What follows belongs to an exercise in optimizing a design on an open flow for small area and a short achievable clock period; a production flow would make more cautious choices.
Where RTL was checked, it was by simulation tests only, not by an equivalence proof against the original.
No activity file was given, so power comes from the tool's default toggle rates.

// fp_adder_16_bit
module fp_adder_16_bit (
    input clock,
    input reset,
    input in_valid,
    input [15:0] operand_a,
    input [15:0] operand_b,
    input final_operation,
    output reg out_valid,
    output reg [15:0] result,
    output reg overflow_flag,
    output reg underflow_flag,
    output reg zero_flag,
    output reg infinity_flag,
    output reg NaN_flag
);
make LEC_CHECK=0 CAP_MARGIN=20 CORE_MARGIN=2 CORE_UTILIZATION=60 SETUP_SLACK_MARGIN=1.0 SLEW_MARGIN=20 finish   # period 3.5 ns
run.sh (not shown) runs the stock make flow with config.mk's settings and CLKGATE_MAP_FILE= SYNTH_SCRIPT=/design/flow/synth_recipe.tcl, a recipe that flattens the netlist after the stock synthesis.
The baseline finished clean.
Rerun with:
- CORE_UTILIZATION: 60 -> 40
- CTS_BUF_LIST: default -> sky130_fd_sc_hd__clkbuf_8
- CTS_CLUSTER_SIZE: default -> 40
Wire length came out lower by 1.7%. Final area went down by about 1.1%. Total power fell by 6.7%. Global-route usage drops by 8.5 points. Worst setup slack is better by 0.050 ns. Worst hold slack is about the same. Core utilization shrinks by 26 points. Via count is lower by 2.5%. Die area goes up by 48%. Synthesized cell count stays the same. Critical path depth shrinks by 3.
Rerun with:
- CTS_BUF_LIST: sky130_fd_sc_hd__clkbuf_8 -> default
- CTS_CLUSTER_SIZE: 40 -> default
=> Power is higher by 6.2%; final area is higher by 2.0%; flip-flop and latch count is unchanged; worst setup slack gets worse by 0.0031 ns.
Rerun with:
- SETUP_SLACK_MARGIN: 1.0 -> 1.3
The new run went through all stages and came out clean.
Global-route usage goes up by 0.42 points.
Synthesized area stays the same.
Register-to-register slack improved by 0.06 ns.
Final area grows by 5.9%.
Via count goes up by 1.0%.
Fmax grows by 2.5%.
Count of clock-buffer cells in the layout is unchanged.
Setup slack improves by 0.058 ns.
Utilization went up by 2.9 points.

## alpha
fp_adder_16_bit, a different RTL version from the one above (not shown whole).
For scale: ~180 flip-flops, roughly 58 I/O pins.
clock: 3.5 ns
lec_check: 0
cap_margin: 20
core_margin: 2
core_utilization: 40
cts_buf_list: sky130_fd_sc_hd__clkbuf_8
cts_cluster_size: 40
setup_slack_margin: 1.3
slew_margin: 20
alpha: flow completed, timing, DRC and antenna clean
[inputs] beta vs alpha
Settings: changing SETUP_SLACK_MARGIN from 1.3 to 1.7.
Findings:
- beta vs. alpha: proportion of final cell area spent on non-clock buffers went up by 0.90 points, mean routed wirelength per cell climbed about 2.4%, data arrival time of the critical path lost 0.02 ns, total leakage power went up.
Modified inputs, gamma compared to beta
Settings: SETUP_SLACK_MARGIN changed from 1.7 to 1.5.
Diff gamma..beta | TritonCTS buffer count | negligible. gamma vs. beta: achievable frequency comparable; total met2 wirelength after detailed routing now smaller.
No functional check of the RTL was part of any run of this note.

garnet:
Another version of the RTL of fp_adder_16_bit (not shown whole).
For scale: about 690 cells after synthesis, about 180 flip-flops, ~58 I/O pins, about 7300 um^2 of cells after synthesis.
export LEC_CHECK = 0
export CAP_MARGIN = 20
export CORE_MARGIN = 2
export CORE_UTILIZATION = 40
export CTS_BUF_LIST = sky130_fd_sc_hd__clkbuf_8
export CTS_CLUSTER_DIAMETER = 150
export CTS_CLUSTER_SIZE = 40
export SETUP_SLACK_MARGIN = 1.5
export SLEW_MARGIN = 20
create_clock -name core_clock -period 3.5 [get_ports {clock}]
garnet: no failed stages, no open violations at the end
Input changes introduced in xenon (baseline for comparison: garnet):
# garnet
export LEC_CHECK = 0
export CAP_MARGIN = 20
export CORE_MARGIN = 2
export CORE_UTILIZATION = 40
export CTS_BUF_LIST = sky130_fd_sc_hd__clkbuf_8
export CTS_CLUSTER_DIAMETER = 150
export CTS_CLUSTER_SIZE = 40
export SETUP_SLACK_MARGIN = 1.5
export SLEW_MARGIN = 20
create_clock -name core_clock -period 3.5 [get_ports {clock}]
# xenon
export LEC_CHECK = 0
export CAP_MARGIN = 20
export CORE_MARGIN = 2
export CORE_UTILIZATION = 50
export CTS_BUF_LIST = sky130_fd_sc_hd__clkbuf_8
export CTS_CLUSTER_SIZE = 40
export SETUP_SLACK_MARGIN = 1.5
export SLEW_MARGIN = 20
create_clock -name core_clock -period 3.5 [get_ports {clock}]
--- outcome ---
Wire: xenon routes more than garnet
In the reports for garnet and xenon, the smaller global-route usage belongs to garnet.
Power: xenon draws less than garnet
Against garnet, xenon comes in 0.0066 ns lower on clock skew.
What zinc does differently from xenon at the input level:
# xenon
export LEC_CHECK = 0
export CAP_MARGIN = 20
export CORE_MARGIN = 2
export CORE_UTILIZATION = 50
export CTS_BUF_LIST = sky130_fd_sc_hd__clkbuf_8
export CTS_CLUSTER_SIZE = 40
export SETUP_SLACK_MARGIN = 1.5
export SLEW_MARGIN = 20
create_clock -name core_clock -period 3.5 [get_ports {clock}]
# zinc
export LEC_CHECK = 0
export CAP_MARGIN = 20
export CORE_MARGIN = 2
export CORE_UTILIZATION = 40
export CTS_BUF_LIST = sky130_fd_sc_hd__clkbuf_8
export CTS_CLUSTER_SIZE = 40
export SETUP_SLACK_MARGIN = 1.5
export SLEW_MARGIN = 20
export TNS_END_PERCENT = 20
create_clock -name core_clock -period 3.5 [get_ports {clock}]
Notes after the runs:
- Re final worst setup slack: xenon and zinc aren't equal, and the lower value belongs to zinc.
- The via count of the first global-routing pass in zinc sits 1.2% below the value recorded for xenon.
- Run comparison: zinc critical path capture point underflow_flag; xenon critical path capture point r2.g_reg.r[12]$_DFF_P_
- Changes observed in zinc relative to xenon: routed length on met2 now smaller, wire length of the first global-routing pass decreased by 410 um relative to the old numbers, well-tap cell count went up by about 24%.
diff inputs: zinc => fjord
# zinc
export LEC_CHECK = 0
export CAP_MARGIN = 20
export CORE_MARGIN = 2
export CORE_UTILIZATION = 40
export CTS_BUF_LIST = sky130_fd_sc_hd__clkbuf_8
export CTS_CLUSTER_SIZE = 40
export SETUP_SLACK_MARGIN = 1.5
export SLEW_MARGIN = 20
export TNS_END_PERCENT = 20
create_clock -name core_clock -period 3.5 [get_ports {clock}]
# fjord
export LEC_CHECK = 0
export CAP_MARGIN = 20
export CORE_MARGIN = 2
export CORE_UTILIZATION = 40
export CTS_BUF_LIST = sky130_fd_sc_hd__clkbuf_8
export CTS_CLUSTER_SIZE = 40
export SETUP_SLACK_MARGIN = 1.6
export SLEW_MARGIN = 20
create_clock -name core_clock -period 3.5 [get_ports {clock}]
Notes after the runs:
fjord vs zinc: instance area at placement up in fjord
As far as fraction of registers with async set or reset after synthesis goes, zinc and fjord are indistinguishable; the numbers are identical.
The final critical-path required period of fjord falls short of that of zinc by 0.11 ns.
The routed wire length on zinc is in line with that on fjord.
Higher part of the total power dissipated in combinational logic goes to fjord over zinc.
Reported for zinc and fjord, height of the die turned out identical to the last digit.
The run showing the smaller first-pass GRT wire length is zinc.
Looking at the reports, fjord completed the entire flow and the layout it produced met the timing, design-rule and antenna checks.
Relative to zinc, portion of the clock cycle consumed by the worst path in the final layout has gone down in fjord.
NOTE: average via count per standard cell in fjord exceeds that of zinc
Setup changes, fjord to onyx
# fjord
export LEC_CHECK = 0
export CAP_MARGIN = 20
export CORE_MARGIN = 2
export CORE_UTILIZATION = 40
export CTS_BUF_LIST = sky130_fd_sc_hd__clkbuf_8
export CTS_CLUSTER_SIZE = 40
export SETUP_SLACK_MARGIN = 1.6
export SLEW_MARGIN = 20
create_clock -name core_clock -period 3.5 [get_ports {clock}]
# onyx
export LEC_CHECK = 0
export ABC_AREA = 1
export CAP_MARGIN = 20
export CORE_MARGIN = 2
export CORE_UTILIZATION = 40
export CTS_BUF_LIST = sky130_fd_sc_hd__clkbuf_8
export CTS_CLUSTER_SIZE = 40
export SETUP_SLACK_MARGIN = 1.8
export SLEW_MARGIN = 20
create_clock -name core_clock -period 3.5 [get_ports {clock}]
Findings:
There was hardly any difference in total clock network power between onyx and fjord.
Inverter count of the layout excluding clock inverters (fjord / onyx): 0.47
Synthesized cell count: onyx > fjord
The post-layout total power reported for onyx is greater than that of fjord by 5.0%.
Critical path capture point = r3.g_reg.r[23]$_DFF_P_: fjord; critical path capture point = r1.g_reg.r[13]$_DFF_P_: onyx
onyx reports a higher combinational power than fjord does.
Global-route usage | onyx above fjord

-- separate check: timing with driven ports --
Ports are ideal in the flow. The routed layouts listed here were re-timed in OpenROAD. Step 1 (the two cells are an assumption about what drives the block):
set clk [get_ports {clock}]
set_driving_cell -lib_cell sky130_fd_sc_hd__clkbuf_16 $clk
set_driving_cell -lib_cell sky130_fd_sc_hd__buf_2 [delete_from_list [all_inputs] $clk]
Step 2, shift: input delay + t, output delay - t, t = (earliest + latest rising clock arrival at the registers) / 2. This alone moves slack from input paths to output paths. a / b / c = no drivers / after step 1 / after step 2; a / b = the first two.
run	t (ns)	setup slack, ns	hold WS [ns]	pins driven straight from the clock port
the first run of note 1	0.462	1.010 / 1.010 / 0.590	0.324 / 0.324 / 0.324	1
the second run of note 1	0.474	1.060 / 1.060 / 0.680	0.327 / 0.327 / 0.327	1
the third run of note 1	0.455	1.057 / 1.057 / 0.706	0.323 / 0.323 / 0.323	1
the fourth run of note 1	0.459	1.115 / 1.115 / 0.908	0.327 / 0.327 / 0.327	1
alpha	0.478	1.280 / 1.280 / 0.899	0.325 / 0.325 / 0.325	1
beta	0.485	1.345 / 1.345 / 1.226	0.327 / 0.327 / 0.327	1
gamma	0.484	1.341 / 1.341 / 1.033	0.326 / 0.326 / 0.326	1
garnet	0.484	1.553 / 1.553 / 1.076	0.328 / 0.328 / 0.328	1
xenon	0.475	1.526 / 1.526 / 1.079	0.331 / 0.331 / 0.331	1
zinc	0.484	1.467 / 1.430 / 1.015	0.328 / 0.328 / 0.328	1
fjord	0.486	1.580 / 1.580 / 1.134	0.326 / 0.326 / 0.326	1
onyx	0.489	1.756 / 1.774 / 1.285	0.330 / 0.330 / 0.330	1
After both steps every run listed still meets setup and hold. The setup slack of garnet, which loses most, moves by 0.000 ns with the drivers and by -0.477 ns with both steps.
